This is an optimization exercise on Yosys and OpenROAD, whose aim is small area and a short achievable clock period, not a production implementation. Only simulation tests tie the RTL to the original design; equivalence was not proved. Power figures rest on the tool's default switching activity, not on a simulated workload.

## v41
## top_level
module top_level (input clk,
						input reset,
						input signed [11:0] entrada,
						input amostra_pronta,
						output flag,
						output reg ctrl,
						output reg [15:0] cnt,
						output reg [15:0] contagem_final,
						output [24:0] freq
						);
	wire flag_i;    
	zero_cross  cruza_zero     (.clk(clk),
										 .reset(reset),
										 .enable(amostra_pronta),
										 .x(entrada),
										 .flag(flag),
										 .flag_int(flag_i)
										);
	function [16:0] add16;    
		input [15:0] a;
		input [15:0] b;
		input        ci;
		integer i;
		reg c;
		begin
			c = ci;
			for (i = 0; i < 16; i = i + 1) begin
				add16[i] = a[i] ^ b[i] ^ c;
				c = (a[i] & b[i]) | (c & (a[i] ^ b[i]));
			end
			add16[16] = c;
		end
	endfunction
	function [15:0] inc16;    
		input [15:0] a;
		integer i;
		reg c;
		begin
			c = 1'b1;
			for (i = 0; i < 16; i = i + 1) begin
				inc16[i] = a[i] ^ c;
				c = c & a[i];
			end
		end
	endfunction
	wire [15:0] cnt_inc = inc16(cnt);
	always @ (posedge clk) begin
		if (reset) begin
			if (flag_i) ctrl <= ~ctrl;
			if (ctrl) cnt <= cnt_inc;
			else cnt <= 16'd0;
		end else begin
			ctrl <= 1'b0;
			cnt <= 16'd0;
		end
	end
	always @ (posedge clk) begin
		if (reset) begin
			if (ctrl & flag_i) contagem_final <= cnt_inc;
		end
		else contagem_final <= 16'd0;
	end
	reg [15:0] Qb, R;
	reg [9:0]  D;
	reg [10:0] Sb;
	reg [4:0]  Eb;
	reg [6:0]  T;
	wire [11:0] m2  = {inc16({5'd0, cnt_inc[11:1]}), cnt_inc[0]};
	wire [11:0] m2n = ~m2;
	wire [16:0] t1  = add16({5'd0, R[10:0]}, {4'd0, 1'b1, Sb}, 1'b1);           
  ...
Settings: LEC_CHECK=0, ABC_AREA=1, CAP_MARGIN=20, CORE_MARGIN=2, CORE_UTILIZATION=65, CTS_BUF_LIST=sky130_fd_sc_hd__clkbuf_8, SLEW_MARGIN=20; clock period 90.0 ns.
standard.sh (not shown) runs the stock make flow with config.mk's settings and CLKGATE_MAP_FILE= SYNTH_SCRIPT=/design/flow/synth_recipe.tcl, a recipe that flattens the netlist after the stock synthesis.
==> flow/flow/run.sh <==
#!/bin/bash
# The standard layout (standard.sh) with four changes:
#  1. after the standard synthesis, its combinational logic is re-mapped by
#     flow/resyn.tcl with each ABC script in flow/abc/ (with and without the
#     standard netlist's adder cells kept), and the smallest result is used.
#     Every flip-flop keeps its instance name and cell type, which is checked,
#     and flow/equiv.ys proves the chosen netlist equivalent to the standard one
#     before the layout goes on;
#  2. the port buffers that global placement inserts are buf_1 cells;
#  3. repair_timing aims at 70.8 ns of setup slack (a 19.2 ns period) instead of 0,
#     so that it also speeds up the paths from the inputs and to the outputs,
#     by resizing cells and swapping pins only;
#  4. clock tree synthesis inserts no dummy load cells.
# Each tool's output goes to a log file of its own in this folder.
set -euo pipefail
export BUFFER_PORTS_ARGS="-buffer_cell sky130_fd_sc_hd__buf_1"
export SETUP_SLACK_MARGIN=70.8
export SETUP_MOVE_SEQUENCE="sizeup,swap"
export CTS_ARGS="-sink_clustering_enable -repair_clock_nets -buf_list sky130_fd_sc_hd__clkbuf_8 -dont_use_dummy_load"
RES=orfs/results/sky130hd/top_level/base
bash standard.sh synth > flow_1_synth.log 2>&1
cp $RES/1_2_yosys.v std_netlist.v
export LIB=$FLOW_HOME/platforms/sky130hd/lib/sky130_fd_sc_hd__tt_025C_1v80.lib
export IN_NETLIST=std_netlist.v TOP=$FLOW_TOP
export DONT_USE_LIST="$(grep -m1 '^abc -script' orfs/logs/sky130hd/top_level/base/1_2_yosys.log | grep -o -- '-dont_use [^ ]*' | sed 's/-dont_use //' | tr '\n' ' ')"
ffs() { grep -oE 'sky130_fd_sc_hd__[a-z]*df[a-z]*_[0-9]+ +[^ ]+' "$1" | sort; }
ffs std_netlist.v > std_ffs.txt
: > resyn_areas.txt
for s in flow/abc/*.abc; do
  for k in 0 1; do
    n=resyn_$(basename $s .abc)_k$k
    if ABC_SCRIPT=$s KEEP_ADDERS=$k OUT_NETLIST=$n.v OUT_STAT=$n.stat yosys -c flow/resyn.tcl > flow_2_$n.log 2>&1 \
       && ffs $n.v | cmp -s - std_ffs.txt; then
      echo "$(grep 'Chip area' $n.stat | awk '{print $NF}') $n" >> resyn_areas.txt
    fi
  done
done
sort -g resyn_areas.txt > resyn_ranked.txt
chosen=""
while read -r area n; do
  sed -e "s#LIBFILE#$LIB#" -e "s#TOPNAME#$FLOW_TOP#g" -e "s#resyn_netlist.v#$n.v#" flow/equiv.ys > equiv_$n.ys
  if yosys equiv_$n.ys > flow_3_equiv_$n.log 2>&1; then chosen=$n; break; fi
done < resyn_ranked.txt
echo "chosen: ${chosen:-standard netlist}" > flow_4_choice.log
if [[ -n "$chosen" ]]; then
  cp $chosen.v $RES/1_2_yosys.v
  rm -f $RES/1_synth.odb $RES/1_synth.sdc
fi
bash standard.sh finish > flow_5_finish.log 2>&1
==> flow/flow/abc/s6.abc <==
strash; &get -n; &deepsyn -T 60; &put; strash; &get -n; &dch -f; &nf -R 1000; &put; strash; dc2; &get -n; &dch -f; &nf -R 1000; &put; topo; buffer -N 10; dnsize -c
==> flow/flow/abc/s7.abc <==
strash; dc2; &get -n; &deepsyn -T 20 -S 2; &put; strash; &get -n; &dch -f; &nf -R 1000; &put; topo; buffer -N 10; dnsize -c
Other scripts of this flow, unchanged in this note and not shown: flow/flow/abc/s1.abc, flow/flow/abc/s2.abc, flow/flow/abc/s3.abc, flow/flow/abc/s4.abc, flow/flow/abc/s5.abc, flow/flow/equiv.ys, flow/flow/resyn.tcl
v41 completed end to end with timing, DRC and antenna clean.
The inputs of v22 differ from those of v41 as listed below.
Settings: CORE_UTILIZATION changed from 65 to 55.
-- flow/flow/run.sh --
<<< v41, line 9
#  2. the port buffers that global placement inserts are buf_1 cells;
#  3. repair_timing aims at 70.8 ns of setup slack (a 19.2 ns period) instead of 0,
#     so that it also speeds up the paths from the inputs and to the outputs,
>>> v22, line 9
#  2. the port buffers that global placement inserts are buf_1 cells;
#  3. repair_timing aims at 71.2 ns of setup slack (an 18.8 ns period) instead of 0,
#     so that it also speeds up the paths from the inputs and to the outputs,
<<< v41, line 16
export BUFFER_PORTS_ARGS="-buffer_cell sky130_fd_sc_hd__buf_1"
export SETUP_SLACK_MARGIN=70.8
export SETUP_MOVE_SEQUENCE="sizeup,swap"
>>> v22, line 16
export BUFFER_PORTS_ARGS="-buffer_cell sky130_fd_sc_hd__buf_1"
export SETUP_SLACK_MARGIN=71.2
export SETUP_MOVE_SEQUENCE="sizeup,swap"
removed: flow/flow/abc/s6.abc
removed: flow/flow/abc/s7.abc
### Flow results
- Cmp v22 vs v41: power higher in v22
- v41 vs v22, critical path start-end classification: in2reg vs reg2out
- Comparing v22 and v41, the higher synthesis-to-finish area growth was measured on v22.
- v41 → v22: critical path depth decreased 7, die area increased about 22%, routed wire length decreased 2.8%, power share of the clock group decreased 0.3 points.
- v41 was smaller in final cell area than v22.
#### Input delta (v3 over v22)
Settings: CORE_UTILIZATION now 70, was 55.
-- flow/flow/run.sh --
<<< v22, line 1
#!/bin/bash
# The standard layout (standard.sh) with four changes:
#  1. after the standard synthesis, its combinational logic is re-mapped by
>>> v3, line 1
#!/bin/bash
# The standard layout (standard.sh) with three changes:
#  1. after the standard synthesis, its combinational logic is re-mapped by
<<< v22, line 9
#  2. the port buffers that global placement inserts are buf_1 cells;
#  3. repair_timing aims at 71.2 ns of setup slack (an 18.8 ns period) instead of 0,
#     so that it also speeds up the paths from the inputs and to the outputs,
#     by resizing cells and swapping pins only;
#  4. clock tree synthesis inserts no dummy load cells.
# Each tool's output goes to a log file of its own in this folder.
>>> v3, line 9
#  2. the port buffers that global placement inserts are buf_1 cells;
#  3. repair_timing aims at 71 ns of setup slack (a 19 ns period) instead of 0,
#     so that it also speeds up the paths from the inputs and to the outputs,
#     by resizing cells and swapping pins only.
# Each tool's output goes to a log file of its own in this folder.
<<< v22, line 16
export BUFFER_PORTS_ARGS="-buffer_cell sky130_fd_sc_hd__buf_1"
export SETUP_SLACK_MARGIN=71.2
export SETUP_MOVE_SEQUENCE="sizeup,swap"
export CTS_ARGS="-sink_clustering_enable -repair_clock_nets -buf_list sky130_fd_sc_hd__clkbuf_8 -dont_use_dummy_load"
RES=orfs/results/sky130hd/top_level/base
>>> v3, line 15
export BUFFER_PORTS_ARGS="-buffer_cell sky130_fd_sc_hd__buf_1"
export SETUP_SLACK_MARGIN=71
export SETUP_MOVE_SEQUENCE="sizeup,swap"
RES=orfs/results/sky130hd/top_level/base
Findings:
v3 completed every stage of the flow, and the final layout passed the timing, design-rule and antenna checks. Against v22 as the reference, v3 delivers a higher global-route usage. | row count | lower: v3 |. Slowest stage cell on the critical path = sky130_fd_sc_hd__dfxtp_4: v22; slowest stage cell on the critical path = sky130_fd_sc_hd__dfxtp_2: v3. Diff v22 -> v3: number of cells on the critical path went up by 1, part of the cycle the worst path needs was more or less identical, sequential group power went up by about 2%, post-layout minimum cycle time went up by 0.050 ns, routed wire length went up by 12%. Compared with v22, v3 shows a sequential share of layout area that is 0.42 points higher.

---

Starting RTL as in the previous note.
clock: 90.0 ns
lec_check: 0
abc_area: 1
cap_margin: 20
core_margin: 2
core_utilization: 70
cts_buf_list: sky130_fd_sc_hd__clkbuf_8
slew_margin: 20
==> flow/flow/run.sh <==
#!/bin/bash
# The standard layout (standard.sh) with three changes:
#  1. after the standard synthesis, its combinational logic is re-mapped by
#     flow/resyn.tcl with each ABC script in flow/abc/ (with and without the
#     standard netlist's adder cells kept), and the smallest result is used.
#     Every flip-flop keeps its instance name and cell type, which is checked,
#     and flow/equiv.ys proves the chosen netlist equivalent to the standard one
#     before the layout goes on;
#  2. the port buffers that global placement inserts are buf_1 cells;
#  3. repair_timing aims at 71 ns of setup slack (a 19 ns period) instead of 0,
#     so that it also speeds up the paths from the inputs and to the outputs.
# Each tool's output goes to a log file of its own in this folder.
set -euo pipefail
export BUFFER_PORTS_ARGS="-buffer_cell sky130_fd_sc_hd__buf_1"
export SETUP_SLACK_MARGIN=71
RES=orfs/results/sky130hd/top_level/base
bash standard.sh synth > flow_1_synth.log 2>&1
cp $RES/1_2_yosys.v std_netlist.v
export LIB=$FLOW_HOME/platforms/sky130hd/lib/sky130_fd_sc_hd__tt_025C_1v80.lib
export IN_NETLIST=std_netlist.v TOP=$FLOW_TOP
export DONT_USE_LIST="$(grep -m1 '^abc -script' orfs/logs/sky130hd/top_level/base/1_2_yosys.log | grep -o -- '-dont_use [^ ]*' | sed 's/-dont_use //' | tr '\n' ' ')"
ffs() { grep -oE 'sky130_fd_sc_hd__[a-z]*df[a-z]*_[0-9]+ +[^ ]+' "$1" | sort; }
ffs std_netlist.v > std_ffs.txt
: > resyn_areas.txt
for s in flow/abc/*.abc; do
  for k in 0 1; do
    n=resyn_$(basename $s .abc)_k$k
    if ABC_SCRIPT=$s KEEP_ADDERS=$k OUT_NETLIST=$n.v OUT_STAT=$n.stat yosys -c flow/resyn.tcl > flow_2_$n.log 2>&1 \
       && ffs $n.v | cmp -s - std_ffs.txt; then
      echo "$(grep 'Chip area' $n.stat | awk '{print $NF}') $n" >> resyn_areas.txt
    fi
  done
done
sort -g resyn_areas.txt > resyn_ranked.txt
chosen=""
while read -r area n; do
  sed -e "s#LIBFILE#$LIB#" -e "s#TOPNAME#$FLOW_TOP#g" -e "s#resyn_netlist.v#$n.v#" flow/equiv.ys > equiv_$n.ys
  if yosys equiv_$n.ys > flow_3_equiv_$n.log 2>&1; then chosen=$n; break; fi
done < resyn_ranked.txt
echo "chosen: ${chosen:-standard netlist}" > flow_4_choice.log
if [[ -n "$chosen" ]]; then
  cp $chosen.v $RES/1_2_yosys.v
  rm -f $RES/1_synth.odb $RES/1_synth.sdc
fi
bash standard.sh finish > flow_5_finish.log 2>&1
Other scripts of this flow, unchanged in this note and not shown: flow/flow/abc/s1.abc, flow/flow/abc/s2.abc, flow/flow/abc/s3.abc, flow/flow/abc/s4.abc, flow/flow/abc/s5.abc, flow/flow/equiv.ys, flow/flow/resyn.tcl
Rerun with:
--- a/flow/flow/run.sh
+++ b/flow/flow/run.sh
@@ -1,3 +1,3 @@
 #!/bin/bash
-# The standard layout (standard.sh) with three changes:
+# The standard layout (standard.sh) with four changes:
 #  1. after the standard synthesis, its combinational logic is re-mapped by
@@ -9,4 +9,6 @@
 #  2. the port buffers that global placement inserts are buf_1 cells;
-#  3. repair_timing aims at 71 ns of setup slack (a 19 ns period) instead of 0,
-#     so that it also speeds up the paths from the inputs and to the outputs.
+#  3. repair_timing aims at 70.8 ns of setup slack (a 19.2 ns period) instead of 0,
+#     so that it also speeds up the paths from the inputs and to the outputs,
+#     by resizing cells and swapping pins only;
+#  4. clock tree synthesis inserts no dummy load cells.
 # Each tool's output goes to a log file of its own in this folder.
@@ -14,3 +16,5 @@
 export BUFFER_PORTS_ARGS="-buffer_cell sky130_fd_sc_hd__buf_1"
-export SETUP_SLACK_MARGIN=71
+export SETUP_SLACK_MARGIN=70.8
+export SETUP_MOVE_SEQUENCE="sizeup,swap"
+export CTS_ARGS="-sink_clustering_enable -repair_clock_nets -buf_list sky130_fd_sc_hd__clkbuf_8 -dont_use_dummy_load"
 RES=orfs/results/sky130hd/top_level/base
- CORE_UTILIZATION: 70 -> 55
- via count went down by 9.0%
- final area went down by 4.8%
- die area went up by 26%
- register-to-register slack is better by 590 ps
- routed wire length went down by 17%
- combinational power went down by about 8%
- worst hold slack is worse by 6.4 ps
- sequential power went down by about 2%
- count of clock-buffer cells in the layout stays the same
Rerun with:
--- a/flow/flow/run.sh
+++ b/flow/flow/run.sh
@@ -9,3 +9,3 @@
 #  2. the port buffers that global placement inserts are buf_1 cells;
-#  3. repair_timing aims at 70.8 ns of setup slack (a 19.2 ns period) instead of 0,
+#  3. repair_timing aims at 70.6 ns of setup slack (a 19.4 ns period) instead of 0,
 #     so that it also speeds up the paths from the inputs and to the outputs,
@@ -16,3 +16,3 @@
 export BUFFER_PORTS_ARGS="-buffer_cell sky130_fd_sc_hd__buf_1"
-export SETUP_SLACK_MARGIN=70.8
+export SETUP_SLACK_MARGIN=70.6
 export SETUP_MOVE_SEQUENCE="sizeup,swap"
==> flow/flow/abc/s6.abc (new file) <==
strash; &get -n; &deepsyn -T 60; &put; strash; &get -n; &dch -f; &nf -R 1000; &put; strash; dc2; &get -n; &dch -f; &nf -R 1000; &put; topo; buffer -N 10; dnsize -c
==> flow/flow/abc/s7.abc (new file) <==
strash; dc2; &get -n; &deepsyn -T 20 -S 2; &put; strash; &get -n; &dch -f; &nf -R 1000; &put; topo; buffer -N 10; dnsize -c
The changed run ran to the end with no violations.
Cell count fell by 5.6%.
Register-to-register slack improved by 1100 ps.
Clock skew hardly moves.
Worst hold slack improved by 14 ps.
First-iteration DRC count fell by about 18%.
Clock-buffer cell count does not change.
Rerun with:
--- a/flow/flow/run.sh
+++ b/flow/flow/run.sh
@@ -9,3 +9,3 @@
 #  2. the port buffers that global placement inserts are buf_1 cells;
-#  3. repair_timing aims at 70.6 ns of setup slack (a 19.4 ns period) instead of 0,
+#  3. repair_timing aims at 71 ns of setup slack (a 19 ns period) instead of 0,
 #     so that it also speeds up the paths from the inputs and to the outputs,
@@ -16,3 +16,3 @@
 export BUFFER_PORTS_ARGS="-buffer_cell sky130_fd_sc_hd__buf_1"
-export SETUP_SLACK_MARGIN=70.6
+export SETUP_SLACK_MARGIN=71
 export SETUP_MOVE_SEQUENCE="sizeup,swap"
What happened:
- The changed run ran to the end with no violations
- worst setup slack is better by 170 ps
- design area rose by 2.7%
- routed wire length drops by 4.5%
- utilization climbs by 1.7 points
- power barely changes

[re-timing with driven ports]
How much do the figures lean on ideal ports? The routed layouts below were timed once more, with nothing changed but the port constraints. Step 1 assumes that a clkbuf_16 drives the clock port and a buf_2 every other input. Step 2 adds t to the input delays and takes it off the output delays; t is the mean of the earliest and latest rising clock arrival at the registers after step 1. Input paths then give back, and output paths get back, about the clock's delay inside the block. Slacks: ideal ports / drivers / drivers and shift; pairs: ideal ports / drivers.
| run | shift t [ns] | setup slack, ns | worst setup path after step 2 |
|---|---|---|---|
| v41 | 0.483 | 70.834 / 70.802 / 70.363 | input to register |
| v22 | 0.485 | 70.959 / 70.920 / 70.568 | input to register |
| v3 | 0.490 | 70.910 / 70.874 / 70.566 | input to register |
| the first run of note 2 | 0.493 | 70.966 / 70.932 / 70.622 | input to register |
| the second run of note 2 | 0.462 | 70.862 / 70.824 / 70.522 | input to register |
| the third run of note 2 | 0.471 | 70.735 / 70.730 / 70.278 | input to register |
| the fourth run of note 2 | 0.461 | 70.904 / 70.864 / 70.434 | input to register |
After both steps setup and hold are still met in every run listed. For v41, which loses most, drivers alone change the setup slack by -0.032 ns; drivers and shift together by -0.471 ns.
